What follows belongs to an exercise in optimizing a design on an open flow for small area; a production flow would make more cautious choices.
At most, simulation tests tie the RTL to the original design; equivalence was not proved.
Function not checked in run 2: the RTL went through the layout flow alone.
Power is estimated from default activity; no workload was simulated.

## flow/design.v (module list and top-level ports; edited modules follow where they fit)
// module p_fa: 4 lines
// module p_fac: 4 lines
// module p_ha: 4 lines
// module p_nor2: 3 lines
// module p_or2: 3 lines
// module p_and2: 3 lines
// module p_inv: 3 lines
// module p_xor2: 3 lines
// module p_xnor2: 3 lines
// module p_xor3: 3 lines
// module p_a222oi: 3 lines
// module magnitude_wrapper: 1020 lines
module magnitude_wrapper(
	input aclk,
	input aresetn,
	input s_i_data_valid,
	output reg s_o_data_ready,
	input [31:0] s_i_data,
	output reg m_o_data_valid,
	input m_i_data_ready,
	output [31:0] m_o_data
    );
  // ...
==> flow/flow/run.sh <==
#!/bin/bash
# Standard layout, but the port buffers are the smallest plain buffer and
# the clock tree uses smaller buffers without dummy loads.
set -euo pipefail
export BUFFER_PORTS_ARGS="-buffer_cell sky130_fd_sc_hd__buf_1"
export CTS_ARGS="-sink_clustering_enable -repair_clock_nets -dont_use_dummy_load -buf_list sky130_fd_sc_hd__clkbuf_8"
bash standard.sh finish > standard_flow.log 2>&1
==> flow/standard.sh <==
#!/bin/bash
# synth_recipe.tcl (not shown) runs the flow's synth.tcl, then flattens the netlist and writes it again
# the make line also repeats each setting of config.mk as NAME=value (left out here)
make -C /OpenROAD-flow-scripts/flow DESIGN_CONFIG=/design/flow/config.mk WORK_HOME=/design/flow/orfs CLKGATE_MAP_FILE= SYNTH_SCRIPT=/design/flow/synth_recipe.tcl "${@:-finish}"
==> flow/config.mk <==
export PLATFORM = sky130hd
export DESIGN_NAME = magnitude_wrapper
export DESIGN_NICKNAME = magnitude_wrapper
export VERILOG_FILES = /design/flow/design.v
export SDC_FILE = /design/flow/constraint.sdc
export NUM_CORES = 4
export LEC_CHECK = 0
export CAP_MARGIN = 20
export CORE_MARGIN = 2
export CORE_UTILIZATION = 65
export SLEW_MARGIN = 20
export SYNTH_HIERARCHICAL = 1
export SYNTH_MINIMUM_KEEP_SIZE = 0
==> flow/constraint.sdc <==
create_clock -name core_clock -period 10.0 [get_ports {aclk}]
set_input_delay 2.0000 -clock core_clock [delete_from_list [all_inputs] [get_ports {aclk}]]
set_output_delay 2.0000 -clock core_clock [all_outputs]
set_load 0.01 [all_outputs]
==> PnR_summary.wiki, run 1 <==
{| class="wikitable"
! Metric !! Value
|-
| Area delta synth->final || 10.2%
|-
| Pint || 1650 uW
|-
| Hold/Removal Path Class || reg2reg
|-
| Post-synthesis simple-gate area fraction || 10.9%
|-
| Routed wl met3 || 1.19 mm
|-
| Final Hold Vio Count || 0
|-
| Largest driver fanout on the critical path || 16
|-
| Number of cells traversed by the worst register-to-register path || 24
|-
| Seq pwr || 691 uW
|-
| Number of buffers created by CTS || 9
|-
| Clock transition at the register clock pins on the worst setup and hold paths after CTS || 0.11 ns
|-
| Total power consumption of the routed design || 2950 uW
|-
| Largest cell class by area || multi-input gates
|-
| Adder-cell share of the synthesized area || 44.4%
|-
| Global router's overall resource usage || 28.8%
|-
| Hold WS || 0.393 ns
|-
| Length of routed wiring on met1 || 6.18 mm
|-
| Crit path max-delay cell type || fa_1
|-
| Syn_nets || 774
|-
| Max capacitance violation total || 0
|-
| Die height || 108 um
|-
| Diodes inserted || 0
|-
| Count of vias placed by the detailed router || 4680
|-
| Endpoints failing setup || 0
|-
| Total number of sequential cells || 107
|-
| Combinational cell fraction of total power || 69.3%
|-
| Leading cell type in the layout, fill and taps excluded || fa_1
|-
| Initial core utilization || 65.8%
|-
| Power dissipated in the clock network || 216 uW
|-
| Post-synth EDFFs || 17
|-
| Cell with the most instances after synthesis || fa_1
|-
| Syn_area_per_cell || 12.4 um2
|-
| Parity-gate share of the synthesized area counting xor and xnor cells || 0.372%
|-
| Sequential share of power || 23.4%
|-
| Largest registers || cn (32), p (32)
|-
| Tap cells || 140
|-
| Post-synthesis mux area share || 0%
|-
| Inverters || 58
|-
| Switching power of the nets || 1300 uW
|-
| Outcome || timing/DRC/antenna clean
|-
| Count of routing violations after the opening detailed-route iteration || 439
|-
| VDD IR-drop max || 0.282 mV
|}
==> module magnitude_wrapper, before the edit <==
module magnitude_wrapper(
	input aclk,
	input aresetn,
	input s_i_data_valid,
	output reg s_o_data_ready,
	input [31:0] s_i_data,
	output reg m_o_data_valid,
	input m_i_data_ready,
	output [31:0] m_o_data
    );
	reg start, ack;
	reg f1, f2, f3;
	reg [15:0] a_re, a_im;
	reg [31:0] p;         
	reg [31:0] cn;        
	reg pc_12, cnc_12;
	wire tc_12, cvc_12, cdc_12;
	reg pc_20, cnc_20;
	wire tc_20, cvc_20, cdc_20;
	wire acc = s_i_data_valid & ~ack;
	wire [15:0] xn;       
	wire [31:0] t;        
	wire [31:0] cv;       
	wire [31:0] mo;
	wire [31:0] cd;
	wire sel_re = f2;
	wire sel_im = f1 | f3;
	wire sel_pin = ~ack & ~f1;
	wire pm = f1 | (ack & ~f2);
	wire ld_t = m_i_data_ready & f3;
	wire ld_p = m_i_data_ready & ~f3;
	wire hold = ~m_i_data_ready;
	p_a222oi um0 (.a1(sel_re), .a2(a_re[0]), .b1(sel_im), .b2(a_im[0]), .c1(sel_pin), .c2(s_i_data[0]), .y(xn[0]));
	p_a222oi um1 (.a1(sel_re), .a2(a_re[1]), .b1(sel_im), .b2(a_im[1]), .c1(sel_pin), .c2(s_i_data[1]), .y(xn[1]));
	p_a222oi um2 (.a1(sel_re), .a2(a_re[2]), .b1(sel_im), .b2(a_im[2]), .c1(sel_pin), .c2(s_i_data[2]), .y(xn[2]));
	p_a222oi um3 (.a1(sel_re), .a2(a_re[3]), .b1(sel_im), .b2(a_im[3]), .c1(sel_pin), .c2(s_i_data[3]), .y(xn[3]));
	p_a222oi um4 (.a1(sel_re), .a2(a_re[4]), .b1(sel_im), .b2(a_im[4]), .c1(sel_pin), .c2(s_i_data[4]), .y(xn[4]));
	p_a222oi um5 (.a1(sel_re), .a2(a_re[5]), .b1(sel_im), .b2(a_im[5]), .c1(sel_pin), .c2(s_i_data[5]), .y(xn[5]));
	p_a222oi um6 (.a1(sel_re), .a2(a_re[6]), .b1(sel_im), .b2(a_im[6]), .c1(sel_pin), .c2(s_i_data[6]), .y(xn[6]));
	p_a222oi um7 (.a1(sel_re), .a2(a_re[7]), .b1(sel_im), .b2(a_im[7]), .c1(sel_pin), .c2(s_i_data[7]), .y(xn[7]));
	p_a222oi um8 (.a1(sel_re), .a2(a_re[8]), .b1(sel_im), .b2(a_im[8]), .c1(sel_pin), .c2(s_i_data[8]), .y(xn[8]));
	p_a222oi um9 (.a1(sel_re), .a2(a_re[9]), .b1(sel_im), .b2(a_im[9]), .c1(sel_pin), .c2(s_i_data[9]), .y(xn[9]));
	p_a222oi um10 (.a1(sel_re), .a2(a_re[10]), .b1(sel_im), .b2(a_im[10]), .c1(sel_pin), .c2(s_i_data[10]), .y(xn[10]));
	p_a222oi um11 (.a1(sel_re), .a2(a_re[11]), .b1(sel_im), .b2(a_im[11]), .c1(sel_pin), .c2(s_i_data[11]), .y(xn[11]));
	p_a222oi um12 (.a1(sel_re), .a2(a_re[12]), .b1(sel_im), .b2(a_im[12]), .c1(sel_pin), .c2(s_i_data[12]), .y(xn[12]));
	p_a222oi um13 (.a1(sel_re), .a2(a_re[13]), .b1(sel_im), .b2(a_im[13]), .c1(sel_pin), .c2(s_i_data[13]), .y(xn[13]));
	p_a222oi um14 (.a1(sel_re), .a2(a_re[14]), .b1(sel_im), .b2(a_im[14]), .c1(sel_pin), .c2(s_i_data[14]), .y(xn[14]));
	p_a222oi um15 (.a1(sel_re), .a2(a_re[15]), .b1(sel_im), .b2(a_im[15]), .c1(sel_pin), .c2(s_i_data[15]), .y(xn[15]));
	assign t[0] = s_734;
	assign t[1] = s_737;
	assign t[2] = s_740;
	assign t[3] = s_743;
	assign t[4] = s_746;
	assign t[5] = s_749;
	assign t[6] = s_752;
	assign t[7] = s_755;
	assign t[8] = s_758;
	assign t[9] = s_761;
	assign t[10] = s_764;
	assign t[11] = s_767;
	assign t[12] = s_770;
	assign t[13] = s_773;
	assign t[14] = s_776;
	assign t[15] = s_779;
	assign t[16] = s_782;
	assign t[17] = s_785;
	assign t[18] = s_788;
	assign t[19] = s_791;
	assign t[20] = s_611;
	assign t[21] = s_629;
	assign t[22] = s_647;
	assign t[23] = s_662;
	assign t[24] = s_677;
	assign t[25] = s_689;
	assign t[26] = s_701;
	assign t[27] = s_710;
	assign t[28] = s_719;
	assign t[29] = s_725;
	assign t[30] = s_731;
	assign t[31] = s_798;
	assign tc_12 = c_768;
	assign tc_20 = c_792;
	p_a222oi uc0 (.a1(ld_t), .a2(t[0]), .b1(ld_p), .b2(p[0]), .c1(hold), .c2(cv[0]), .y(cd[0]));
	p_inv ui0 (.a(cn[0]), .y(cv[0]));
	p_a222oi uc1 (.a1(ld_t), .a2(t[1]), .b1(ld_p), .b2(p[1]), .c1(hold), .c2(cv[1]), .y(cd[1]));
	p_inv ui1 (.a(cn[1]), .y(cv[1]));
	p_a222oi uc2 (.a1(ld_t), .a2(t[2]), .b1(ld_p), .b2(p[2]), .c1(hold), .c2(cv[2]), .y(cd[2]));
	p_inv ui2 (.a(cn[2]), .y(cv[2]));
	p_a222oi uc3 (.a1(ld_t), .a2(t[3]), .b1(ld_p), .b2(p[3]), .c1(hold), .c2(cv[3]), .y(cd[3]));
	p_inv ui3 (.a(cn[3]), .y(cv[3]));
	p_a222oi uc4 (.a1(ld_t), .a2(t[4]), .b1(ld_p), .b2(p[4]), .c1(hold), .c2(cv[4]), .y(cd[4]));
	p_inv ui4 (.a(cn[4]), .y(cv[4]));
	p_a222oi uc5 (.a1(ld_t), .a2(t[5]), .b1(ld_p), .b2(p[5]), .c1(hold), .c2(cv[5]), .y(cd[5]));
	p_inv ui5 (.a(cn[5]), .y(cv[5]));
	p_a222oi uc6 (.a1(ld_t), .a2(t[6]), .b1(ld_p), .b2(p[6]), .c1(hold), .c2(cv[6]), .y(cd[6]));
	p_inv ui6 (.a(cn[6]), .y(cv[6]));
	p_a222oi uc7 (.a1(ld_t), .a2(t[7]), .b1(ld_p), .b2(p[7]), .c1(hold), .c2(cv[7]), .y(cd[7]));
	p_inv ui7 (.a(cn[7]), .y(cv[7]));
	p_a222oi uc8 (.a1(ld_t), .a2(t[8]), .b1(ld_p), .b2(p[8]), .c1(hold), .c2(cv[8]), .y(cd[8]));
	p_inv ui8 (.a(cn[8]), .y(cv[8]));
	p_a222oi uc9 (.a1(ld_t), .a2(t[9]), .b1(ld_p), .b2(p[9]), .c1(hold), .c2(cv[9]), .y(cd[9]));
	p_inv ui9 (.a(cn[9]), .y(cv[9]));
	p_a222oi uc10 (.a1(ld_t), .a2(t[10]), .b1(ld_p), .b2(p[10]), .c1(hold), .c2(cv[10]), .y(cd[10]));
	p_inv ui10 (.a(cn[10]), .y(cv[10]));
	p_a222oi uc11 (.a1(ld_t), .a2(t[11]), .b1(ld_p), .b2(p[11]), .c1(hold), .c2(cv[11]), .y(cd[11]));
	p_inv ui11 (.a(cn[11]), .y(cv[11]));
	p_a222oi uc12 (.a1(ld_t), .a2(t[12]), .b1(ld_p), .b2(p[12]), .c1(hold), .c2(cv[12]), .y(cd[12]));
	p_inv ui12 (.a(cn[12]), .y(cv[12]));
	p_a222oi uc13 (.a1(ld_t), .a2(t[13]), .b1(ld_p), .b2(p[13]), .c1(hold), .c2(cv[13]), .y(cd[13]));
	p_inv ui13 (.a(cn[13]), .y(cv[13]));
	p_a222oi uc14 (.a1(ld_t), .a2(t[14]), .b1(ld_p), .b2(p[14]), .c1(hold), .c2(cv[14]), .y(cd[14]));
	p_inv ui14 (.a(cn[14]), .y(cv[14]));
	p_a222oi uc15 (.a1(ld_t), .a2(t[15]), .b1(ld_p), .b2(p[15]), .c1(hold), .c2(cv[15]), .y(cd[15]));
	p_inv ui15 (.a(cn[15]), .y(cv[15]));
	p_a222oi uc16 (.a1(ld_t), .a2(t[16]), .b1(ld_p), .b2(p[16]), .c1(hold), .c2(cv[16]), .y(cd[16]));
	p_inv ui16 (.a(cn[16]), .y(cv[16]));
	p_a222oi uc17 (.a1(ld_t), .a2(t[17]), .b1(ld_p), .b2(p[17]), .c1(hold), .c2(cv[17]), .y(cd[17]));
	p_inv ui17 (.a(cn[17]), .y(cv[17]));
	p_a222oi uc18 (.a1(ld_t), .a2(t[18]), .b1(ld_p), .b2(p[18]), .c1(hold), .c2(cv[18]), .y(cd[18]));
	p_inv ui18 (.a(cn[18]), .y(cv[18]));
	p_a222oi uc19 (.a1(ld_t), .a2(t[19]), .b1(ld_p), .b2(p[19]), .c1(hold), .c2(cv[19]), .y(cd[19]));
	p_inv ui19 (.a(cn[19]), .y(cv[19]));
	p_a222oi uc20 (.a1(ld_t), .a2(t[20]), .b1(ld_p), .b2(p[20]), .c1(hold), .c2(cv[20]), .y(cd[20]));
	p_inv ui20 (.a(cn[20]), .y(cv[20]));
	p_a222oi uc21 (.a1(ld_t), .a2(t[21]), .b1(ld_p), .b2(p[21]), .c1(hold), .c2(cv[21]), .y(cd[21]));
	p_inv ui21 (.a(cn[21]), .y(cv[21]));
	p_a222oi uc22 (.a1(ld_t), .a2(t[22]), .b1(ld_p), .b2(p[22]), .c1(hold), .c2(cv[22]), .y(cd[22]));
	p_inv ui22 (.a(cn[22]), .y(cv[22]));
	p_a222oi uc23 (.a1(ld_t), .a2(t[23]), .b1(ld_p), .b2(p[23]), .c1(hold), .c2(cv[23]), .y(cd[23]));
	p_inv ui23 (.a(cn[23]), .y(cv[23]));
	p_a222oi uc24 (.a1(ld_t), .a2(t[24]), .b1(ld_p), .b2(p[24]), .c1(hold), .c2(cv[24]), .y(cd[24]));
	p_inv ui24 (.a(cn[24]), .y(cv[24]));
	p_a222oi uc25 (.a1(ld_t), .a2(t[25]), .b1(ld_p), .b2(p[25]), .c1(hold), .c2(cv[25]), .y(cd[25]));
	p_inv ui25 (.a(cn[25]), .y(cv[25]));
	p_a222oi uc26 (.a1(ld_t), .a2(t[26]), .b1(ld_p), .b2(p[26]), .c1(hold), .c2(cv[26]), .y(cd[26]));
	p_inv ui26 (.a(cn[26]), .y(cv[26]));
	p_a222oi uc27 (.a1(ld_t), .a2(t[27]), .b1(ld_p), .b2(p[27]), .c1(hold), .c2(cv[27]), .y(cd[27]));
	p_inv ui27 (.a(cn[27]), .y(cv[27]));
	p_a222oi uc28 (.a1(ld_t), .a2(t[28]), .b1(ld_p), .b2(p[28]), .c1(hold), .c2(cv[28]), .y(cd[28]));
	p_inv ui28 (.a(cn[28]), .y(cv[28]));
	p_a222oi uc29 (.a1(ld_t), .a2(t[29]), .b1(ld_p), .b2(p[29]), .c1(hold), .c2(cv[29]), .y(cd[29]));
	p_inv ui29 (.a(cn[29]), .y(cv[29]));
	p_a222oi uc30 (.a1(ld_t), .a2(t[30]), .b1(ld_p), .b2(p[30]), .c1(hold), .c2(cv[30]), .y(cd[30]));
	p_inv ui30 (.a(cn[30]), .y(cv[30]));
	p_a222oi uc31 (.a1(ld_t), .a2(t[31]), .b1(ld_p), .b2(p[31]), .c1(hold), .c2(cv[31]), .y(cd[31]));
	p_inv ui31 (.a(cn[31]), .y(cv[31]));
	p_a222oi ucc12 (.a1(ld_t), .a2(tc_12), .b1(ld_p), .b2(pc_12), .c1(hold), .c2(cvc_12), .y(cdc_12));
	p_inv uic12 (.a(cnc_12), .y(cvc_12));
	p_a222oi ucc20 (.a1(ld_t), .a2(tc_20), .b1(ld_p), .b2(pc_20), .c1(hold), .c2(cvc_20), .y(cdc_20));
	p_inv uic20 (.a(cnc_20), .y(cvc_20));
	assign mo[0] = cv[0];
	assign mo[1] = cv[1];
	assign mo[2] = cv[2];
	assign mo[3] = cv[3];
	assign mo[4] = cv[4];
	assign mo[5] = cv[5];
	assign mo[6] = cv[6];
	assign mo[7] = cv[7];
	assign mo[8] = cv[8];
	assign mo[9] = cv[9];
	assign mo[10] = cv[10];
	assign mo[11] = cv[11];
	assign m_o_data = mo;
	wire dg_1;
	wire pp_3;
	wire pp_5;
	wire pp_7;
	wire pp_9;
	wire pp_11;
	wire pp_13;
	wire pp_15;
	wire pp_17;
	wire pp_19;
	wire pp_21;
	wire pp_23;
	wire pp_25;
	wire pp_27;
	wire pp_29;
	wire pp_31;
	wire dg_33;
	wire pp_35;
	wire pp_37;
	wire pp_39;
	wire pp_41;
	wire pp_43;
	wire pp_45;
	wire pp_47;
	wire pp_49;
	wire pp_51;
	wire pp_53;
	wire pp_55;
	wire pp_57;
	wire pp_59;
	wire pp_61;
	wire dg_63;
	wire pp_65;
	wire pp_67;
	wire pp_69;
	wire pp_71;
	wire pp_73;
	wire pp_75;
	wire pp_77;
	wire pp_79;
	wire pp_81;
	wire pp_83;
	wire pp_85;
	wire pp_87;
	wire pp_89;
	wire dg_91;
	wire pp_93;
	wire pp_95;
	wire pp_97;
	wire pp_99;
	wire pp_101;
	wire pp_103;
	wire pp_105;
	wire pp_107;
	wire pp_109;
	wire pp_111;
	wire pp_113;
	wire pp_115;
	wire dg_117;
	wire pp_119;
	wire pp_121;
	wire pp_123;
	wire pp_125;
	wire pp_127;
	wire pp_129;
	wire pp_131;
	wire pp_133;
	wire pp_135;
	wire pp_137;
	wire pp_139;
	wire dg_141;
	wire pp_143;
	wire pp_145;
	wire pp_147;
	wire pp_149;
	wire pp_151;
	wire pp_153;
	wire pp_155;
	wire pp_157;
	wire pp_159;
	wire pp_161;
	wire dg_163;
	wire pp_165;
	wire pp_167;
	wire pp_169;
	wire pp_171;
	wire pp_173;
	wire pp_175;
	wire pp_177;
	wire pp_179;
	wire pp_181;
	wire dg_183;
	wire pp_185;
	wire pp_187;
	wire pp_189;
	wire pp_191;
	wire pp_193;
	wire pp_195;
	wire pp_197;
	wire pp_199;
	wire dg_201;
	wire pp_203;
	wire pp_205;
	wire pp_207;
	wire pp_209;
	wire pp_211;
	wire pp_213;
	wire pp_215;
	wire dg_217;
	wire pp_219;
	wire pp_221;
	wire pp_223;
	wire pp_225;
	wire pp_227;
	wire pp_229;
	wire dg_231;
	wire pp_233;
	wire pp_235;
	wire pp_237;
	wire pp_239;
	wire pp_241;
	wire dg_243;
	wire pp_245;
	wire pp_247;
	wire pp_249;
	wire pp_251;
	wire dg_253;
	wire pp_255;
	wire pp_257;
	wire pp_259;
	wire dg_261;
	wire pp_263;
	wire pp_265;
	wire dg_267;
	wire pp_269;
	wire dg_271;
	wire pm_273;
	wire pm_275;
	wire pm_277;
	wire pm_279;
	wire pm_281;
	wire pm_283;
	wire pm_285;
	wire pm_287;
	wire pm_289;
	wire pm_291;
	wire pm_293;
	wire pm_295;
	wire pm_297;
	wire pm_299;
	wire pm_301;
	wire pm_303;
	wire pm_305;
	wire pm_307;
	wire pm_309;
	wire pm_311;
	wire pm_313;
	wire pm_315;
	wire pm_317;
	wire pm_319;
	wire pm_321;
	wire pm_323;
	wire pm_325;
	wire pm_327;
	wire pm_329;
	wire pm_331;
	wire pm_333;
	wire pm_335;
	wire pmc_337;
	wire pmc_339;
	wire s_341;
	wire c_342;
	wire s_344;
	wire c_345;
	wire s_347;
	wire c_348;
	wire s_350;
	wire c_351;
	wire s_353;
	wire c_354;
	wire s_356;
	wire c_357;
	wire s_359;
	wire c_360;
	wire s_362;
	wire c_363;
	wire s_365;
	wire c_366;
	wire s_368;
	wire c_369;
	wire s_371;
	wire c_372;
	wire s_374;
	wire c_375;
	wire s_377;
	wire c_378;
	wire s_380;
	wire c_381;
	wire s_383;
	wire c_384;
	wire s_386;
	wire c_387;
	wire s_389;
	wire c_390;
	wire s_392;
	wire c_393;
	wire s_395;
	wire c_396;
	wire s_398;
	wire c_399;
	wire s_401;
	wire c_402;
	wire s_404;
	wire c_405;
	wire s_407;
	wire c_408;
	wire s_410;
	wire c_411;
	wire s_413;
	wire c_414;
	wire s_416;
	wire c_417;
	wire s_419;
	wire c_420;
	wire s_422;
	wire c_423;
	wire s_425;
	wire c_426;
	wire s_428;
	wire c_429;
	wire s_431;
	wire c_432;
	wire s_434;
	wire c_435;
	wire s_437;
	wire c_438;
	wire s_440;
	wire c_441;
	wire s_443;
	wire c_444;
	wire s_446;
	wire c_447;
	wire s_449;
	wire c_450;
	wire s_452;
	wire c_453;
	wire s_455;
	wire c_456;
	wire s_458;
	wire c_459;
	wire s_461;
	wire c_462;
	wire s_464;
	wire c_465;
	wire s_467;
	wire c_468;
	wire s_470;
	wire c_471;
	wire s_473;
	wire c_474;
	wire s_476;
	wire c_477;
	wire s_479;
	wire c_480;
	wire s_482;
	wire c_483;
	wire s_485;
	wire c_486;
	wire s_488;
	wire c_489;
	wire s_491;
	wire c_492;
	wire s_494;
	wire c_495;
	wire s_497;
	wire c_498;
	wire s_500;
	wire c_501;
	wire s_503;
	wire c_504;
	wire s_506;
	wire c_507;
	wire s_509;
	wire c_510;
	wire s_512;
	wire c_513;
	wire s_515;
	wire c_516;
	wire s_518;
	wire c_519;
	wire s_521;
	wire c_522;
	wire s_524;
	wire c_525;
	wire s_527;
	wire c_528;
	wire s_530;
	wire c_531;
	wire s_533;
	wire c_534;
	wire s_536;
	wire c_537;
	wire s_539;
	wire c_540;
	wire s_542;
	wire c_543;
	wire s_545;
	wire c_546;
	wire s_548;
	wire c_549;
	wire s_551;
	wire c_552;
	wire s_554;
	wire c_555;
	wire s_557;
	wire c_558;
	wire s_560;
	wire c_561;
	wire s_563;
	wire c_564;
	wire s_566;
	wire c_567;
	wire s_569;
	wire c_570;
	wire s_572;
	wire c_573;
	wire s_575;
	wire c_576;
	wire s_578;
	wire c_579;
	wire s_581;
	wire c_582;
	wire s_584;
	wire c_585;
	wire s_587;
	wire c_588;
	wire s_590;
	wire c_591;
	wire s_593;
	wire c_594;
	wire s_596;
	wire c_597;
	wire s_599;
	wire c_600;
	wire s_602;
	wire c_603;
	wire s_605;
	wire c_606;
	wire s_608;
	wire c_609;
	wire s_611;
	wire c_612;
	wire s_614;
	wire c_615;
	wire s_617;
	wire c_618;
	wire s_620;
	wire c_621;
	wire s_623;
	wire c_624;
	wire s_626;
	wire c_627;
	wire s_629;
	wire c_630;
	wire s_632;
	wire c_633;
	wire s_635;
	wire c_636;
	wire s_638;
	wire c_639;
	wire s_641;
	wire c_642;
	wire s_644;
	wire c_645;
	wire s_647;
	wire c_648;
	wire s_650;
	wire c_651;
	wire s_653;
	wire c_654;
	wire s_656;
	wire c_657;
	wire s_659;
	wire c_660;
	wire s_662;
	wire c_663;
	wire s_665;
	wire c_666;
	wire s_668;
	wire c_669;
	wire s_671;
	wire c_672;
	wire s_674;
	wire c_675;
	wire s_677;
	wire c_678;
	wire s_680;
	wire c_681;
	wire s_683;
	wire c_684;
	wire s_686;
	wire c_687;
	wire s_689;
	wire c_690;
	wire s_692;
	wire c_693;
	wire s_695;
	wire c_696;
	wire s_698;
	wire c_699;
	wire s_701;
	wire c_702;
	wire s_704;
	wire c_705;
	wire s_707;
	wire c_708;
	wire s_710;
	wire c_711;
	wire s_713;
	wire c_714;
	wire s_716;
	wire c_717;
	wire s_719;
	wire c_720;
	wire s_722;
	wire c_723;
	wire s_725;
	wire c_726;
	wire s_728;
	wire c_729;
	wire s_731;
	wire c_732;
	wire s_734;
	wire c_735;
	wire s_737;
	wire c_738;
	wire s_740;
	wire c_741;
	wire s_743;
	wire c_744;
	wire s_746;
	wire c_747;
	wire s_749;
	wire c_750;
	wire s_752;
	wire c_753;
	wire s_755;
	wire c_756;
	wire s_758;
	wire c_759;
	wire s_761;
	wire c_762;
	wire s_764;
	wire c_765;
	wire s_767;
	wire c_768;
	wire s_770;
	wire c_771;
	wire s_773;
	wire c_774;
	wire s_776;
	wire c_777;
	wire s_779;
	wire c_780;
	wire s_782;
	wire c_783;
	wire s_785;
	wire c_786;
	wire s_788;
	wire c_789;
	wire s_791;
	wire c_792;
	wire s_794;
	wire s_796;
	wire s_798;
	wire e_800;
	wire e_802;
	wire e_804;
	wire e_806;
	wire e_808;
	wire e_810;
	wire e_812;
	wire e_814;
	wire e_816;
	wire e_818;
	wire e_820;
	wire e_822;
	wire e_824;
	wire e_826;
	wire e_828;
	wire e_830;
	wire e_832;
	wire e_834;
	wire e_836;
  p_inv u2 (.a(xn[0]), .y(dg_1));
  p_nor2 u4 (.a(xn[0]), .b(xn[1]), .y(pp_3));
  p_nor2 u6 (.a(xn[0]), .b(xn[2]), .y(pp_5));
  p_nor2 u8 (.a(xn[0]), .b(xn[3]), .y(pp_7));
  p_nor2 u10 (.a(xn[0]), .b(xn[4]), .y(pp_9));
  p_nor2 u12 (.a(xn[0]), .b(xn[5]), .y(pp_11));
  p_nor2 u14 (.a(xn[0]), .b(xn[6]), .y(pp_13));
  p_nor2 u16 (.a(xn[0]), .b(xn[7]), .y(pp_15));
  p_nor2 u18 (.a(xn[0]), .b(xn[8]), .y(pp_17));
  p_nor2 u20 (.a(xn[0]), .b(xn[9]), .y(pp_19));
  p_nor2 u22 (.a(xn[0]), .b(xn[10]), .y(pp_21));
  p_nor2 u24 (.a(xn[0]), .b(xn[11]), .y(pp_23));
  p_nor2 u26 (.a(xn[0]), .b(xn[12]), .y(pp_25));
  p_nor2 u28 (.a(xn[0]), .b(xn[13]), .y(pp_27));
  p_nor2 u30 (.a(xn[0]), .b(xn[14]), .y(pp_29));
  p_or2 u32 (.a(xn[0]), .b(xn[15]), .y(pp_31));
  p_inv u34 (.a(xn[1]), .y(dg_33));
  p_nor2 u36 (.a(xn[1]), .b(xn[2]), .y(pp_35));
  p_nor2 u38 (.a(xn[1]), .b(xn[3]), .y(pp_37));
  p_nor2 u40 (.a(xn[1]), .b(xn[4]), .y(pp_39));
  p_nor2 u42 (.a(xn[1]), .b(xn[5]), .y(pp_41));
  p_nor2 u44 (.a(xn[1]), .b(xn[6]), .y(pp_43));
  p_nor2 u46 (.a(xn[1]), .b(xn[7]), .y(pp_45));
  p_nor2 u48 (.a(xn[1]), .b(xn[8]), .y(pp_47));
  p_nor2 u50 (.a(xn[1]), .b(xn[9]), .y(pp_49));
  p_nor2 u52 (.a(xn[1]), .b(xn[10]), .y(pp_51));
  p_nor2 u54 (.a(xn[1]), .b(xn[11]), .y(pp_53));
  p_nor2 u56 (.a(xn[1]), .b(xn[12]), .y(pp_55));
  p_nor2 u58 (.a(xn[1]), .b(xn[13]), .y(pp_57));
  p_nor2 u60 (.a(xn[1]), .b(xn[14]), .y(pp_59));
  p_or2 u62 (.a(xn[1]), .b(xn[15]), .y(pp_61));
  p_inv u64 (.a(xn[2]), .y(dg_63));
  p_nor2 u66 (.a(xn[2]), .b(xn[3]), .y(pp_65));
  p_nor2 u68 (.a(xn[2]), .b(xn[4]), .y(pp_67));
  p_nor2 u70 (.a(xn[2]), .b(xn[5]), .y(pp_69));
  p_nor2 u72 (.a(xn[2]), .b(xn[6]), .y(pp_71));
  p_nor2 u74 (.a(xn[2]), .b(xn[7]), .y(pp_73));
  p_nor2 u76 (.a(xn[2]), .b(xn[8]), .y(pp_75));
  p_nor2 u78 (.a(xn[2]), .b(xn[9]), .y(pp_77));
  p_nor2 u80 (.a(xn[2]), .b(xn[10]), .y(pp_79));
  p_nor2 u82 (.a(xn[2]), .b(xn[11]), .y(pp_81));
  p_nor2 u84 (.a(xn[2]), .b(xn[12]), .y(pp_83));
  p_nor2 u86 (.a(xn[2]), .b(xn[13]), .y(pp_85));
  p_nor2 u88 (.a(xn[2]), .b(xn[14]), .y(pp_87));
  p_or2 u90 (.a(xn[2]), .b(xn[15]), .y(pp_89));
  p_inv u92 (.a(xn[3]), .y(dg_91));
  p_nor2 u94 (.a(xn[3]), .b(xn[4]), .y(pp_93));
  p_nor2 u96 (.a(xn[3]), .b(xn[5]), .y(pp_95));
  p_nor2 u98 (.a(xn[3]), .b(xn[6]), .y(pp_97));
  p_nor2 u100 (.a(xn[3]), .b(xn[7]), .y(pp_99));
  p_nor2 u102 (.a(xn[3]), .b(xn[8]), .y(pp_101));
  p_nor2 u104 (.a(xn[3]), .b(xn[9]), .y(pp_103));
  p_nor2 u106 (.a(xn[3]), .b(xn[10]), .y(pp_105));
  p_nor2 u108 (.a(xn[3]), .b(xn[11]), .y(pp_107));
  p_nor2 u110 (.a(xn[3]), .b(xn[12]), .y(pp_109));
  p_nor2 u112 (.a(xn[3]), .b(xn[13]), .y(pp_111));
  p_nor2 u114 (.a(xn[3]), .b(xn[14]), .y(pp_113));
  p_or2 u116 (.a(xn[3]), .b(xn[15]), .y(pp_115));
  p_inv u118 (.a(xn[4]), .y(dg_117));
  p_nor2 u120 (.a(xn[4]), .b(xn[5]), .y(pp_119));
  p_nor2 u122 (.a(xn[4]), .b(xn[6]), .y(pp_121));
  p_nor2 u124 (.a(xn[4]), .b(xn[7]), .y(pp_123));
  p_nor2 u126 (.a(xn[4]), .b(xn[8]), .y(pp_125));
  p_nor2 u128 (.a(xn[4]), .b(xn[9]), .y(pp_127));
  p_nor2 u130 (.a(xn[4]), .b(xn[10]), .y(pp_129));
  p_nor2 u132 (.a(xn[4]), .b(xn[11]), .y(pp_131));
  p_nor2 u134 (.a(xn[4]), .b(xn[12]), .y(pp_133));
  p_nor2 u136 (.a(xn[4]), .b(xn[13]), .y(pp_135));
  p_nor2 u138 (.a(xn[4]), .b(xn[14]), .y(pp_137));
  p_or2 u140 (.a(xn[4]), .b(xn[15]), .y(pp_139));
  p_inv u142 (.a(xn[5]), .y(dg_141));
  p_nor2 u144 (.a(xn[5]), .b(xn[6]), .y(pp_143));
  p_nor2 u146 (.a(xn[5]), .b(xn[7]), .y(pp_145));
  p_nor2 u148 (.a(xn[5]), .b(xn[8]), .y(pp_147));
  p_nor2 u150 (.a(xn[5]), .b(xn[9]), .y(pp_149));
  p_nor2 u152 (.a(xn[5]), .b(xn[10]), .y(pp_151));
  p_nor2 u154 (.a(xn[5]), .b(xn[11]), .y(pp_153));
  p_nor2 u156 (.a(xn[5]), .b(xn[12]), .y(pp_155));
  p_nor2 u158 (.a(xn[5]), .b(xn[13]), .y(pp_157));
  p_nor2 u160 (.a(xn[5]), .b(xn[14]), .y(pp_159));
  p_or2 u162 (.a(xn[5]), .b(xn[15]), .y(pp_161));
  p_inv u164 (.a(xn[6]), .y(dg_163));
  p_nor2 u166 (.a(xn[6]), .b(xn[7]), .y(pp_165));
  p_nor2 u168 (.a(xn[6]), .b(xn[8]), .y(pp_167));
  p_nor2 u170 (.a(xn[6]), .b(xn[9]), .y(pp_169));
  p_nor2 u172 (.a(xn[6]), .b(xn[10]), .y(pp_171));
  p_nor2 u174 (.a(xn[6]), .b(xn[11]), .y(pp_173));
  p_nor2 u176 (.a(xn[6]), .b(xn[12]), .y(pp_175));
  p_nor2 u178 (.a(xn[6]), .b(xn[13]), .y(pp_177));
  p_nor2 u180 (.a(xn[6]), .b(xn[14]), .y(pp_179));
  p_or2 u182 (.a(xn[6]), .b(xn[15]), .y(pp_181));
  p_inv u184 (.a(xn[7]), .y(dg_183));
  p_nor2 u186 (.a(xn[7]), .b(xn[8]), .y(pp_185));
  p_nor2 u188 (.a(xn[7]), .b(xn[9]), .y(pp_187));
  p_nor2 u190 (.a(xn[7]), .b(xn[10]), .y(pp_189));
  p_nor2 u192 (.a(xn[7]), .b(xn[11]), .y(pp_191));
  p_nor2 u194 (.a(xn[7]), .b(xn[12]), .y(pp_193));
  p_nor2 u196 (.a(xn[7]), .b(xn[13]), .y(pp_195));
  p_nor2 u198 (.a(xn[7]), .b(xn[14]), .y(pp_197));
  p_or2 u200 (.a(xn[7]), .b(xn[15]), .y(pp_199));
  p_inv u202 (.a(xn[8]), .y(dg_201));
  p_nor2 u204 (.a(xn[8]), .b(xn[9]), .y(pp_203));
  p_nor2 u206 (.a(xn[8]), .b(xn[10]), .y(pp_205));
  p_nor2 u208 (.a(xn[8]), .b(xn[11]), .y(pp_207));
  p_nor2 u210 (.a(xn[8]), .b(xn[12]), .y(pp_209));
  p_nor2 u212 (.a(xn[8]), .b(xn[13]), .y(pp_211));
  p_nor2 u214 (.a(xn[8]), .b(xn[14]), .y(pp_213));
  p_or2 u216 (.a(xn[8]), .b(xn[15]), .y(pp_215));
  p_inv u218 (.a(xn[9]), .y(dg_217));
  p_nor2 u220 (.a(xn[9]), .b(xn[10]), .y(pp_219));
  p_nor2 u222 (.a(xn[9]), .b(xn[11]), .y(pp_221));
  p_nor2 u224 (.a(xn[9]), .b(xn[12]), .y(pp_223));
  p_nor2 u226 (.a(xn[9]), .b(xn[13]), .y(pp_225));
  p_nor2 u228 (.a(xn[9]), .b(xn[14]), .y(pp_227));
  p_or2 u230 (.a(xn[9]), .b(xn[15]), .y(pp_229));
  p_inv u232 (.a(xn[10]), .y(dg_231));
  p_nor2 u234 (.a(xn[10]), .b(xn[11]), .y(pp_233));
  p_nor2 u236 (.a(xn[10]), .b(xn[12]), .y(pp_235));
  p_nor2 u238 (.a(xn[10]), .b(xn[13]), .y(pp_237));
  p_nor2 u240 (.a(xn[10]), .b(xn[14]), .y(pp_239));
  p_or2 u242 (.a(xn[10]), .b(xn[15]), .y(pp_241));
  p_inv u244 (.a(xn[11]), .y(dg_243));
  p_nor2 u246 (.a(xn[11]), .b(xn[12]), .y(pp_245));
  p_nor2 u248 (.a(xn[11]), .b(xn[13]), .y(pp_247));
  p_nor2 u250 (.a(xn[11]), .b(xn[14]), .y(pp_249));
  p_or2 u252 (.a(xn[11]), .b(xn[15]), .y(pp_251));
  p_inv u254 (.a(xn[12]), .y(dg_253));
  p_nor2 u256 (.a(xn[12]), .b(xn[13]), .y(pp_255));
  p_nor2 u258 (.a(xn[12]), .b(xn[14]), .y(pp_257));
  p_or2 u260 (.a(xn[12]), .b(xn[15]), .y(pp_259));
  p_inv u262 (.a(xn[13]), .y(dg_261));
  p_nor2 u264 (.a(xn[13]), .b(xn[14]), .y(pp_263));
  p_or2 u266 (.a(xn[13]), .b(xn[15]), .y(pp_265));
  p_inv u268 (.a(xn[14]), .y(dg_267));
  p_or2 u270 (.a(xn[14]), .b(xn[15]), .y(pp_269));
  p_inv u272 (.a(xn[15]), .y(dg_271));
  p_and2 u274 (.a(p[0]), .b(pm), .y(pm_273));
  p_and2 u276 (.a(p[1]), .b(pm), .y(pm_275));
  p_and2 u278 (.a(p[2]), .b(pm), .y(pm_277));
  p_and2 u280 (.a(p[3]), .b(pm), .y(pm_279));
  p_and2 u282 (.a(p[4]), .b(pm), .y(pm_281));
  p_and2 u284 (.a(p[5]), .b(pm), .y(pm_283));
  p_and2 u286 (.a(p[6]), .b(pm), .y(pm_285));
  p_and2 u288 (.a(p[7]), .b(pm), .y(pm_287));
  p_and2 u290 (.a(p[8]), .b(pm), .y(pm_289));
  p_and2 u292 (.a(p[9]), .b(pm), .y(pm_291));
  p_and2 u294 (.a(p[10]), .b(pm), .y(pm_293));
  p_and2 u296 (.a(p[11]), .b(pm), .y(pm_295));
  p_and2 u298 (.a(p[12]), .b(pm), .y(pm_297));
  p_and2 u300 (.a(p[13]), .b(pm), .y(pm_299));
  p_and2 u302 (.a(p[14]), .b(pm), .y(pm_301));
  p_and2 u304 (.a(p[15]), .b(pm), .y(pm_303));
  p_and2 u306 (.a(p[16]), .b(pm), .y(pm_305));
  p_and2 u308 (.a(p[17]), .b(pm), .y(pm_307));
  p_and2 u310 (.a(p[18]), .b(pm), .y(pm_309));
  p_and2 u312 (.a(p[19]), .b(pm), .y(pm_311));
  p_and2 u314 (.a(p[20]), .b(pm), .y(pm_313));
  p_and2 u316 (.a(p[21]), .b(pm), .y(pm_315));
  p_and2 u318 (.a(p[22]), .b(pm), .y(pm_317));
  p_and2 u320 (.a(p[23]), .b(pm), .y(pm_319));
  p_and2 u322 (.a(p[24]), .b(pm), .y(pm_321));
  p_and2 u324 (.a(p[25]), .b(pm), .y(pm_323));
  p_and2 u326 (.a(p[26]), .b(pm), .y(pm_325));
  p_and2 u328 (.a(p[27]), .b(pm), .y(pm_327));
  p_and2 u330 (.a(p[28]), .b(pm), .y(pm_329));
  p_and2 u332 (.a(p[29]), .b(pm), .y(pm_331));
  p_and2 u334 (.a(p[30]), .b(pm), .y(pm_333));
  p_and2 u336 (.a(p[31]), .b(pm), .y(pm_335));
  p_and2 u338 (.a(pc_12), .b(pm), .y(pmc_337));
  p_and2 u340 (.a(pc_20), .b(pm), .y(pmc_339));
  p_fac u343 (.a(pm_305), .b(dg_201), .s(s_341), .co(c_342));
  p_fa u346 (.a(pm_277), .b(dg_33), .c(pp_3), .s(s_344), .co(c_345));
  p_fa u349 (.a(pm_279), .b(pp_5), .c(c_345), .s(s_347), .co(c_348));
  p_fa u352 (.a(pm_281), .b(dg_63), .c(pp_35), .s(s_350), .co(c_351));
  p_fa u355 (.a(pp_7), .b(s_350), .c(c_348), .s(s_353), .co(c_354));
  p_fa u358 (.a(pm_283), .b(pp_37), .c(pp_9), .s(s_356), .co(c_357));
  p_fa u361 (.a(c_351), .b(s_356), .c(c_354), .s(s_359), .co(c_360));
  p_fa u364 (.a(pm_285), .b(dg_91), .c(pp_11), .s(s_362), .co(c_363));
  p_fa u367 (.a(pp_39), .b(pp_65), .c(c_357), .s(s_365), .co(c_366));
  p_fa u370 (.a(s_362), .b(s_365), .c(c_360), .s(s_368), .co(c_369));
  p_fa u373 (.a(pm_287), .b(pp_13), .c(pp_41), .s(s_371), .co(c_372));
  p_fa u376 (.a(pp_67), .b(c_363), .c(s_371), .s(s_374), .co(c_375));
  p_fa u379 (.a(c_366), .b(s_374), .c(c_369), .s(s_377), .co(c_378));
  p_fa u382 (.a(pm_289), .b(dg_117), .c(pp_15), .s(s_380), .co(c_381));
  p_fa u385 (.a(pp_43), .b(pp_69), .c(pp_93), .s(s_383), .co(c_384));
  p_fa u388 (.a(c_372), .b(s_380), .c(s_383), .s(s_386), .co(c_387));
  p_fa u391 (.a(c_375), .b(s_386), .c(c_378), .s(s_389), .co(c_390));
  p_fa u394 (.a(pm_291), .b(pp_17), .c(pp_45), .s(s_392), .co(c_393));
  p_fa u397 (.a(pp_71), .b(pp_95), .c(c_381), .s(s_395), .co(c_396));
  p_fa u400 (.a(c_384), .b(s_392), .c(s_395), .s(s_398), .co(c_399));
  p_fa u403 (.a(c_387), .b(s_398), .c(c_390), .s(s_401), .co(c_402));
  p_fa u406 (.a(pm_293), .b(dg_141), .c(pp_119), .s(s_404), .co(c_405));
  p_fa u409 (.a(pp_19), .b(pp_47), .c(pp_73), .s(s_407), .co(c_408));
  p_fa u412 (.a(pp_97), .b(c_393), .c(s_404), .s(s_410), .co(c_411));
  p_fa u415 (.a(s_407), .b(c_396), .c(s_410), .s(s_413), .co(c_414));
  p_fa u418 (.a(c_399), .b(s_413), .c(c_402), .s(s_416), .co(c_417));
  p_fa u421 (.a(pm_295), .b(pp_121), .c(pp_21), .s(s_419), .co(c_420));
  p_fa u424 (.a(pp_49), .b(pp_75), .c(pp_99), .s(s_422), .co(c_423));
  p_fa u427 (.a(c_405), .b(c_408), .c(s_419), .s(s_425), .co(c_426));
  p_fa u430 (.a(s_422), .b(c_411), .c(s_425), .s(s_428), .co(c_429));
  p_fa u433 (.a(c_414), .b(s_428), .c(c_417), .s(s_431), .co(c_432));
  p_fa u436 (.a(pm_297), .b(pmc_337), .c(dg_163), .s(s_434), .co(c_435));
  p_fa u439 (.a(pp_101), .b(pp_123), .c(pp_143), .s(s_437), .co(c_438));
  p_fa u442 (.a(pp_23), .b(pp_51), .c(pp_77), .s(s_440), .co(c_441));
  p_fa u445 (.a(c_420), .b(s_434), .c(c_423), .s(s_443), .co(c_444));
  p_fa u448 (.a(s_437), .b(s_440), .c(c_426), .s(s_446), .co(c_447));
  p_fa u451 (.a(s_443), .b(c_429), .c(s_446), .s(s_449), .co(c_450));
  p_fa u454 (.a(pm_299), .b(pp_103), .c(pp_125), .s(s_452), .co(c_453));
  p_fa u457 (.a(pp_145), .b(pp_25), .c(pp_53), .s(s_455), .co(c_456));
  p_fa u460 (.a(pp_79), .b(c_435), .c(c_438), .s(s_458), .co(c_459));
  p_fa u463 (.a(c_441), .b(s_452), .c(s_455), .s(s_461), .co(c_462));
  p_fa u466 (.a(c_444), .b(s_458), .c(s_461), .s(s_464), .co(c_465));
  p_fa u469 (.a(c_447), .b(s_464), .c(c_450), .s(s_467), .co(c_468));
  p_fa u472 (.a(pm_301), .b(dg_183), .c(pp_105), .s(s_470), .co(c_471));
  p_fa u475 (.a(pp_127), .b(pp_147), .c(pp_165), .s(s_473), .co(c_474));
  p_fa u478 (.a(pp_27), .b(pp_55), .c(pp_81), .s(s_476), .co(c_477));
  p_fa u481 (.a(c_453), .b(c_456), .c(s_470), .s(s_479), .co(c_480));
  p_fa u484 (.a(s_473), .b(s_476), .c(c_459), .s(s_482), .co(c_483));
  p_fa u487 (.a(c_462), .b(s_479), .c(s_482), .s(s_485), .co(c_486));
  p_fa u490 (.a(c_465), .b(s_485), .c(c_468), .s(s_488), .co(c_489));
  p_fa u493 (.a(pm_303), .b(pp_107), .c(pp_129), .s(s_491), .co(c_492));
  p_fa u496 (.a(pp_149), .b(pp_167), .c(pp_29), .s(s_494), .co(c_495));
  p_fa u499 (.a(pp_57), .b(pp_83), .c(c_471), .s(s_497), .co(c_498));
  p_fa u502 (.a(c_474), .b(c_477), .c(s_491), .s(s_500), .co(c_501));
  p_fa u505 (.a(s_494), .b(c_480), .c(s_497), .s(s_503), .co(c_504));
  p_fa u508 (.a(s_500), .b(c_483), .c(s_503), .s(s_506), .co(c_507));
  p_fa u511 (.a(c_486), .b(s_506), .c(c_489), .s(s_509), .co(c_510));
  p_fa u514 (.a(pp_109), .b(pp_131), .c(pp_151), .s(s_512), .co(c_513));
  p_fa u517 (.a(pp_169), .b(pp_185), .c(pp_31), .s(s_515), .co(c_516));
  p_fa u520 (.a(pp_59), .b(pp_85), .c(s_341), .s(s_518), .co(c_519));
  p_fa u523 (.a(c_492), .b(c_495), .c(s_512), .s(s_521), .co(c_522));
  p_fa u526 (.a(s_515), .b(s_518), .c(c_498), .s(s_524), .co(c_525));
  p_fa u529 (.a(c_501), .b(s_521), .c(s_524), .s(s_527), .co(c_528));
  p_fa u532 (.a(c_504), .b(s_527), .c(c_507), .s(s_530), .co(c_531));
  p_fa u535 (.a(pm_307), .b(pp_111), .c(pp_133), .s(s_533), .co(c_534));
  p_fa u538 (.a(pp_153), .b(pp_171), .c(pp_187), .s(s_536), .co(c_537));
  p_fa u541 (.a(pp_61), .b(pp_87), .c(c_342), .s(s_539), .co(c_540));
  p_fa u544 (.a(c_513), .b(c_516), .c(s_533), .s(s_542), .co(c_543));
  p_fa u547 (.a(s_536), .b(c_519), .c(s_539), .s(s_545), .co(c_546));
  p_fa u550 (.a(c_522), .b(s_542), .c(s_545), .s(s_548), .co(c_549));
  p_fa u553 (.a(c_525), .b(s_548), .c(c_528), .s(s_551), .co(c_552));
  p_fa u556 (.a(pm_309), .b(dg_217), .c(pp_113), .s(s_554), .co(c_555));
  p_fa u559 (.a(pp_135), .b(pp_155), .c(pp_173), .s(s_557), .co(c_558));
  p_fa u562 (.a(pp_189), .b(pp_203), .c(pp_89), .s(s_560), .co(c_561));
  p_fa u565 (.a(c_534), .b(c_537), .c(s_554), .s(s_563), .co(c_564));
  p_fa u568 (.a(s_557), .b(s_560), .c(c_540), .s(s_566), .co(c_567));
  p_fa u571 (.a(c_543), .b(s_563), .c(c_546), .s(s_569), .co(c_570));
  p_fa u574 (.a(s_566), .b(c_549), .c(s_569), .s(s_572), .co(c_573));
  p_fa u577 (.a(pm_311), .b(pp_115), .c(pp_137), .s(s_575), .co(c_576));
  p_fa u580 (.a(pp_157), .b(pp_175), .c(pp_191), .s(s_578), .co(c_579));
  p_fa u583 (.a(pp_205), .b(c_555), .c(c_558), .s(s_581), .co(c_582));
  p_fa u586 (.a(c_561), .b(s_575), .c(s_578), .s(s_584), .co(c_585));
  p_fa u589 (.a(c_564), .b(s_581), .c(c_567), .s(s_587), .co(c_588));
  p_fa u592 (.a(s_584), .b(c_570), .c(s_587), .s(s_590), .co(c_591));
  p_fa u595 (.a(pm_313), .b(pmc_339), .c(dg_231), .s(s_593), .co(c_594));
  p_fa u598 (.a(pp_139), .b(pp_159), .c(pp_177), .s(s_596), .co(c_597));
  p_fa u601 (.a(pp_193), .b(pp_207), .c(pp_219), .s(s_599), .co(c_600));
  p_fa u604 (.a(c_576), .b(s_593), .c(c_579), .s(s_602), .co(c_603));
  p_fa u607 (.a(s_596), .b(s_599), .c(c_582), .s(s_605), .co(c_606));
  p_fa u610 (.a(c_585), .b(s_602), .c(s_605), .s(s_608), .co(c_609));
  p_fa u613 (.a(c_588), .b(s_608), .c(c_591), .s(s_611), .co(c_612));
  p_fa u616 (.a(pm_315), .b(pp_161), .c(pp_179), .s(s_614), .co(c_615));
  p_fa u619 (.a(pp_195), .b(pp_209), .c(pp_221), .s(s_617), .co(c_618));
  p_fa u622 (.a(c_594), .b(c_597), .c(c_600), .s(s_620), .co(c_621));
  p_fa u625 (.a(s_614), .b(s_617), .c(c_603), .s(s_623), .co(c_624));
  p_fa u628 (.a(s_620), .b(c_606), .c(s_623), .s(s_626), .co(c_627));
  p_fa u631 (.a(c_609), .b(s_626), .c(c_612), .s(s_629), .co(c_630));
  p_fa u634 (.a(pm_317), .b(dg_243), .c(pp_181), .s(s_632), .co(c_633));
  p_fa u637 (.a(pp_197), .b(pp_211), .c(pp_223), .s(s_635), .co(c_636));
  p_fa u640 (.a(pp_233), .b(c_615), .c(c_618), .s(s_638), .co(c_639));
  p_fa u643 (.a(s_632), .b(s_635), .c(c_621), .s(s_641), .co(c_642));
  p_fa u646 (.a(s_638), .b(c_624), .c(s_641), .s(s_644), .co(c_645));
  p_fa u649 (.a(c_627), .b(s_644), .c(c_630), .s(s_647), .co(c_648));
  p_fa u652 (.a(pm_319), .b(pp_199), .c(pp_213), .s(s_650), .co(c_651));
  p_fa u655 (.a(pp_225), .b(pp_235), .c(c_633), .s(s_653), .co(c_654));
  p_fa u658 (.a(c_636), .b(s_650), .c(c_639), .s(s_656), .co(c_657));
  p_fa u661 (.a(s_653), .b(c_642), .c(s_656), .s(s_659), .co(c_660));
  p_fa u664 (.a(c_645), .b(s_659), .c(c_648), .s(s_662), .co(c_663));
  p_fa u667 (.a(pm_321), .b(dg_253), .c(pp_215), .s(s_665), .co(c_666));
  p_fa u670 (.a(pp_227), .b(pp_237), .c(pp_245), .s(s_668), .co(c_669));
  p_fa u673 (.a(c_651), .b(s_665), .c(s_668), .s(s_671), .co(c_672));
  p_fa u676 (.a(c_654), .b(s_671), .c(c_657), .s(s_674), .co(c_675));
  p_fa u679 (.a(c_660), .b(s_674), .c(c_663), .s(s_677), .co(c_678));
  p_fa u682 (.a(pm_323), .b(pp_229), .c(pp_239), .s(s_680), .co(c_681));
  p_fa u685 (.a(pp_247), .b(c_666), .c(c_669), .s(s_683), .co(c_684));
  p_fa u688 (.a(s_680), .b(c_672), .c(s_683), .s(s_686), .co(c_687));
  p_fa u691 (.a(s_686), .b(c_675), .c(c_678), .s(s_689), .co(c_690));
  p_fa u694 (.a(pm_325), .b(dg_261), .c(pp_241), .s(s_692), .co(c_693));
  p_fa u697 (.a(pp_249), .b(pp_255), .c(c_681), .s(s_695), .co(c_696));
  p_fa u700 (.a(s_692), .b(c_684), .c(s_695), .s(s_698), .co(c_699));
  p_fa u703 (.a(c_687), .b(s_698), .c(c_690), .s(s_701), .co(c_702));
  p_fa u706 (.a(pm_327), .b(pp_251), .c(pp_257), .s(s_704), .co(c_705));
  p_fa u709 (.a(c_693), .b(s_704), .c(c_696), .s(s_707), .co(c_708));
  p_fa u712 (.a(c_699), .b(s_707), .c(c_702), .s(s_710), .co(c_711));
  p_fa u715 (.a(pm_329), .b(dg_267), .c(pp_259), .s(s_713), .co(c_714));
  p_fa u718 (.a(pp_263), .b(c_705), .c(s_713), .s(s_716), .co(c_717));
  p_fa u721 (.a(s_716), .b(c_708), .c(c_711), .s(s_719), .co(c_720));
  p_fa u724 (.a(pm_331), .b(pp_265), .c(c_714), .s(s_722), .co(c_723));
  p_fa u727 (.a(c_717), .b(s_722), .c(c_720), .s(s_725), .co(c_726));
  p_fa u730 (.a(pm_333), .b(dg_271), .c(pp_269), .s(s_728), .co(c_729));
  p_fa u733 (.a(s_728), .b(c_723), .c(c_726), .s(s_731), .co(c_732));
  p_ha u736 (.a(pm_273), .b(dg_1), .s(s_734), .co(c_735));
  p_ha u739 (.a(pm_275), .b(c_735), .s(s_737), .co(c_738));
  p_ha u742 (.a(c_738), .b(s_344), .s(s_740), .co(c_741));
  p_ha u745 (.a(c_741), .b(s_347), .s(s_743), .co(c_744));
  p_ha u748 (.a(c_744), .b(s_353), .s(s_746), .co(c_747));
  p_ha u751 (.a(c_747), .b(s_359), .s(s_749), .co(c_750));
  p_ha u754 (.a(c_750), .b(s_368), .s(s_752), .co(c_753));
  p_ha u757 (.a(c_753), .b(s_377), .s(s_755), .co(c_756));
  p_ha u760 (.a(c_756), .b(s_389), .s(s_758), .co(c_759));
  p_ha u763 (.a(c_759), .b(s_401), .s(s_761), .co(c_762));
  p_ha u766 (.a(c_762), .b(s_416), .s(s_764), .co(c_765));
  p_ha u769 (.a(c_765), .b(s_431), .s(s_767), .co(c_768));
  p_ha u772 (.a(s_449), .b(c_432), .s(s_770), .co(c_771));
  p_ha u775 (.a(s_467), .b(c_771), .s(s_773), .co(c_774));
  p_ha u778 (.a(s_488), .b(c_774), .s(s_776), .co(c_777));
  p_ha u781 (.a(s_509), .b(c_777), .s(s_779), .co(c_780));
  p_fa u784 (.a(s_530), .b(c_510), .c(c_780), .s(s_782), .co(c_783));
  p_fa u787 (.a(s_551), .b(c_531), .c(c_783), .s(s_785), .co(c_786));
  p_fa u790 (.a(s_572), .b(c_552), .c(c_786), .s(s_788), .co(c_789));
  p_fa u793 (.a(s_590), .b(c_573), .c(c_789), .s(s_791), .co(c_792));
  p_xor2 u795 (.a(pm_335), .b(c_729), .y(s_794));
  p_xor2 u797 (.a(s_794), .b(c_732), .y(s_796));
  p_inv u799 (.a(s_796), .y(s_798));
  p_ha u801 (.a(cv[12]), .b(cvc_12), .s(mo[12]), .co(e_800));
  p_ha u803 (.a(cv[13]), .b(e_800), .s(mo[13]), .co(e_802));
  p_ha u805 (.a(cv[14]), .b(e_802), .s(mo[14]), .co(e_804));
  p_ha u807 (.a(cv[15]), .b(e_804), .s(mo[15]), .co(e_806));
  p_ha u809 (.a(cv[16]), .b(e_806), .s(mo[16]), .co(e_808));
  p_ha u811 (.a(cv[17]), .b(e_808), .s(mo[17]), .co(e_810));
  p_ha u813 (.a(cv[18]), .b(e_810), .s(mo[18]), .co(e_812));
  p_ha u815 (.a(cv[19]), .b(e_812), .s(mo[19]), .co(e_814));
  p_fa u817 (.a(cv[20]), .b(cvc_20), .c(e_814), .s(mo[20]), .co(e_816));
  p_ha u819 (.a(cv[21]), .b(e_816), .s(mo[21]), .co(e_818));
  p_ha u821 (.a(cv[22]), .b(e_818), .s(mo[22]), .co(e_820));
  p_ha u823 (.a(cv[23]), .b(e_820), .s(mo[23]), .co(e_822));
  p_ha u825 (.a(cv[24]), .b(e_822), .s(mo[24]), .co(e_824));
  p_ha u827 (.a(cv[25]), .b(e_824), .s(mo[25]), .co(e_826));
  p_ha u829 (.a(cv[26]), .b(e_826), .s(mo[26]), .co(e_828));
  p_ha u831 (.a(cv[27]), .b(e_828), .s(mo[27]), .co(e_830));
  p_ha u833 (.a(cv[28]), .b(e_830), .s(mo[28]), .co(e_832));
  p_ha u835 (.a(cv[29]), .b(e_832), .s(mo[29]), .co(e_834));
  p_ha u837 (.a(cv[30]), .b(e_834), .s(mo[30]), .co(e_836));
  p_xor2 u838 (.a(cv[31]), .b(e_836), .y(mo[31]));
	always @(posedge aclk) begin
		start <= acc | (start & ~ack & aresetn);
		s_o_data_ready <= acc | (s_o_data_ready & aresetn);
		ack <= start;
		f1 <= acc & ~start;
		f2 <= acc & start;
		f3 <= f2;
		if (m_i_data_ready) m_o_data_valid <= ack;
		else if (!aresetn) m_o_data_valid <= 1'b0;
		a_re <= s_i_data[15:0];
		if (acc) a_im <= s_i_data[31:16];
		p <= t;
		cn <= cd;
		pc_12 <= tc_12;
		cnc_12 <= cdc_12;
		pc_20 <= tc_20;
		cnc_20 <= cdc_20;
	end
endmodule
==> run 2: changes to the inputs <==
--- a/flow/design.v
+++ b/flow/design.v
@@ -45,7 +45,7 @@
 	output [31:0] m_o_data
     );
 	reg start, ack;
-	reg f1, f2, f3;
+	reg f2, f3;
 	reg [15:0] a_re, a_im;
 	reg [31:0] p;         
 	reg [31:0] cn;        
@@ -60,8 +60,9 @@
 	wire [31:0] mo;
 	wire [31:0] cd;
 	wire sel_re = f2;
+	wire f1 = start & ~ack;
 	wire sel_im = f1 | f3;
-	wire sel_pin = ~ack & ~f1;
+	wire sel_pin = ~ack & ~start;
 	wire pm = f1 | (ack & ~f2);
 	wire ld_t = m_i_data_ready & f3;
 	wire ld_p = m_i_data_ready & ~f3;
@@ -1039,7 +1040,6 @@
 		start <= acc | (start & ~ack & aresetn);
 		s_o_data_ready <= acc | (s_o_data_ready & aresetn);
 		ack <= start;
-		f1 <= acc & ~start;
 		f2 <= acc & start;
 		f3 <= f2;
 		if (m_i_data_ready) m_o_data_valid <= ack;
--- a/flow/config.mk
+++ b/flow/config.mk
@@ -7,7 +7,7 @@
 export LEC_CHECK = 0
 export CAP_MARGIN = 20
 export CORE_MARGIN = 2
-export CORE_UTILIZATION = 65
+export CORE_UTILIZATION = 40
 export SLEW_MARGIN = 20
 export SYNTH_HIERARCHICAL = 1
 export SYNTH_MINIMUM_KEEP_SIZE = 0
==> run 2 against run 1 <==
Still clean. Cell count grew 10%. Sequential power hardly changed. Flip-flop and latch count fell by 1. Die area is 59% higher. Area after synthesis decreased by 0.55%.
==> PnR_summary.wiki, run 2 <==
{| class="wikitable"
! Metric !! Value
|-
| Outcome || timing/DRC/antenna clean
|-
| Syn_nets || 770 (-0.52%)
|-
| First-pass GRT wire length || 26.5 mm
|-
| Number of cells traversed by the worst register-to-register path || 26 (+8.3%)
|-
| Buffering stage count on the worst path with inverters included || 6
|-
| Clock tree from TritonCTS || built
|-
| Count of unresolved DRC violations after routing || 0
|-
| Buffers inserted by post-CTS timing repair || 0
|-
| Crit path arrival time || 9.63 ns
|-
| Type of origin of the critical path || input pin
|-
| Endpoint required time on the critical path || 10.29 ns
|-
| CTS Root Buffer Type || clkbuf_8
|-
| Min Tclk post-route || 9.34 ns
|-
| Maximum level of the CTS H-tree || 3
|-
| Count of routing violations after the opening detailed-route iteration || 389 (-11%)
|-
| Final period util || 93.4%
|-
| Number of stages on the worst setup path || 25
|-
| Main combinational cell family by area after synthesis || adder cells
|-
| Worst setup slack before clock tree synthesis || 0.276 ns
|-
| Worst slew slack as a fraction of its limit || 46.8%
|-
| CTS sink count || 106
|-
| Number of buffers added on ports || 69
|-
| Die area || 18700 um2
|-
| Endpoints failing setup || 0 (unchanged)
|-
| Maximum root-to-sink buffer count || 2
|-
| Final HPWL from detailed placement || 11.4 mm
|-
| Cell count after synthesis || 564
|-
| List of most frequent post-synthesis cells || fa_1, nor2_1, dfxtp_1
|-
| Yosys synthesis warning count || 7
|-
| Max capacitance violation total || 0 (unchanged)
|-
| Die height || 137 um (+26%)
|-
| Global router's overall resource usage || 18.7% (-10 points)
|-
| Initial core utilization || 40.8% (-25 points)
|-
| Peak clock frequency supported by timing || 107 MHz
|-
| Leakage || 0.00360 uW
|-
| Worst setup path category || in2reg
|-
| Number of inserted filler cells in the final layout || 1604
|-
| Parity-gate share of the synthesized area counting xor and xnor cells || 0.374% (+0.0021 points)
|-
| Number of buffers created by CTS || 9 (unchanged)
|-
| Sum of routed wire length over all layers || 15.5 mm
|-
| Critical path origin || s_i_data[8]
|-
| Startpoint of the most critical register-to-register path || ack
|-
| Pins Over Slew Limit || 0
|-
| Gates resized, CTS repair || 0
|-
| Setup total negative slack || 0 ns
|-
| Post-synthesis mux area share || 0% (unchanged)
|-
| Share of final-layout standard cells stronger than drive strength 1 || 5.50%
|-
| Post-synth EDFFs || 17 (unchanged)
|-
| Cell taking the most area after synthesis || fa_1
|-
| Largest net degree at the start of global routing || 38
|-
| Count of antenna-violating nets left after detailed routing || 0
|-
| Cell type group with the largest total delay on the critical path || adder cells
|-
| Top-area cell type share of the netlist area || 38.4%
|-
| Core area || 17200 um2
|-
| Final Hold Vio Count || 0 (unchanged)
|-
| Final estimated routing congestion in global placement || 0.866
|-
| Dominant register cell in the synthesized netlist || dfxtp_1
|-
| Source of the worst hold timing path || start
|-
| Placed Area || 7730 um2
|-
| Largest driver fanout on the critical path || 16 (unchanged)
|-
| Final non-filler cell total || 880
|-
| Syn_area_per_cell || 12.5 um2 (+0.16%)
|-
| Diodes inserted || 0 (unchanged)
|-
| Cell with the most instances after synthesis || fa_1
|-
| Max incr delay on CP || 0.45 ns
|-
| CTS hold repair buffers || 0
|-
| Vias per cell || 5.22
|-
| Finished Core Util || 45.6%
|-
| Clock latency on the worst-skew pair || 0.41 ns
|-
| Crit. End Element || register
|-
| Sequential element share of the synthesized area || 32.6%
|-
| Number of synthesized register bits || 106
|-
| Count of vias placed by the detailed router || 4596 (-1.8%)
|-
| Number of different library cells in the post-synthesis netlist || 15
|-
| Number of cells in the design after placement || 871
|-
| Final setup slack of the worst path || 0.662 ns
|-
| Async set-reset flop share out of synthesis || 0%
|-
| Crit path max-delay cell type || a222oi_1
|-
| Clock transition at the register clock pins on the worst setup and hold paths after CTS || 0.12 ns (about the same)
|-
| Adder-cell share of the synthesized area || 44.7% (+0.25 points)
|-
| Area fraction in compound gates after synthesis || 7.48%
|-
| Leading cell type in the layout, fill and taps excluded || fa_1
|-
| RSZ-0062 raised after global routing || no
|-
| PwrDens || 381 nW/um2
|-
| Summed area of non-filler cells in the final layout || 7860 um2
|-
| Hold/Removal Path Class || reg2reg
|-
| Width of the die || 137 um
|-
| Row count || 48
|-
| Layout Nets || 863
|-
| VDD IR-drop max || 0.211 mV (-25%)
|-
| Post-synthesis simple-gate area fraction || 10.5% (-0.31 points)
|-
| Cell area after synthesis || 7030 um2
|-
| Transition time of the tightest slew-check pin || 0.794 ns
|-
| Worst hold path stage count || 0
|-
| Top cells by area in the synthesized netlist || fa_1, dfxtp_1, edfxtp_1
|-
| Worst clock skew on the final layout || 0.0416 ns
|-
| Grt total ovfl || 0
|-
| CP most frequent cell || fa_1
|-
| Most used cells in the layout excluding fill and tap cells || fa_1, nor2_1, dfxtp_1
|-
| Per-cell routed wire length || 17.7 um
|-
| Via count of the first global-routing pass || 5240
|-
| IO Count || 70
|-
| Largest registers || cn (32), p (32)
|-
| First-pass iteration count of the detailed router || 6
|-
| Area delta synth->final || 11.8%
|-
| Antenna violations before repair || 0
|}
-- run 2: cell types whose count changed after synthesis, sizes merged --
cell / before / now
a21oi: 1 / 2
nand2: 3 / 1
a21o: 1 / 2
or2: 16 / 15
and2: 37 / 36
dfxtp: 90 / 89
nor2b: 0 / 1
nand2b: 1 / 0
inv: 58 / 57
-- run 2: area by class of cell --
type	instances	area [um2]	share of cell area, %
Clock buffer	9	124	1.58
Inverter	57	214	2.72
Multi-Input combinational cell	389	4440	56.5
Sequential cell	106	2290	29.2
Tap cell	225	282	3.58
Timing Repair Buffer	94	509	6.48
-- run 2: kinds of logic (layout without fill, tap and decap cells) --
logic type                 after synthesis  after routing
xor gates and xnor gates                 3              3
and+or+nand+nor                        162            162
AOI/OAI and AO/OA                       54             54
adders and majority gates              170            170
buffers and inverters                   69            160
DFF                                    106            106
-- run 2: path summary, 6_finish.rpt --
| path | to | slack [ns] |
|---|---|---|
| worst max-delay path | cn[31] | 0.66 |
| worst min register to register | ack | 0.41 |
| worst min-delay path | ack | 0.41 |
| worst max register to register | cn[31] | 1.45 |
-- run 2: modules after synthesis, one instance, submodules excluded --
module,cells,copies in the design,flops+latches,area [um2]
p_xor2,1,3,0,8.76
p_ha,1,34,0,12.5
p_fa,1,135,0,20.0
p_and2,1,34,0,6.26
p_fac,5,1,0,27.5
p_or2,1,15,0,6.26
p_inv,1,51,0,3.75
p_nor2,1,105,0,3.75
magnitude_wrapper,132,1,106,2450
p_a222oi,1,50,0,10.0
-- run 2: per-stage QoR --
stage                     hold slack [ns]  total power [uW]
after floorplan                     0.372              2220
after global placement              0.387              2730
after detailed placement            0.398              2780
after CTS                           0.416              3040
after global routing                0.428              3350
final                               0.413              2990
-- run 2: metal layers --
layer	vias to the layer above	routed length (um)	track usage, %
met2	132	7830	31.8
met1	2374	6620	24.0
met5	-	0	0
li1	2071	-	-
met3	19	849	3.85
met4	0	246	6.25
-- run 2: report_power, final --
group          total, uW  internal, uW  switching, uW
Combinational       2090           955           1140
Sequential           688           635           52.7
Clock                213          81.0            132

==> afterwards: timing with drivers on the ports <==
In the flow no input, the clock included, has a driving cell. The finished layouts below were timed again as built, in two steps.
Step 1, drivers: a clkbuf_16 drives aclk and a buf_2 each remaining input, both assumed.
Step 2 also shifts input and output timing later by t, the mid clock arrival at the registers, as if the neighbouring blocks saw the same clock.
a / b / c = ideal ports / drivers / drivers and shift; a / b = the first two.
run | shift t [ns] | slack for setup (ns) | clock arrival spread, ns | worst register clock-pin slew, ns | worst data-port slew with drivers (ns)
run 1 | 0.414 | 0.690 / 0.703 / 0.288 | 0.032 / 0.031 | 0.11 / 0.11 | 0.04
run 2 | 0.427 | 0.662 / 0.683 / 0.255 | 0.042 / 0.041 | 0.12 / 0.12 | 0.05
After both steps every run listed still meets setup and hold. The setup slack of run 2, which loses most, moves by +0.021 ns with the drivers and by -0.407 ns with both steps.
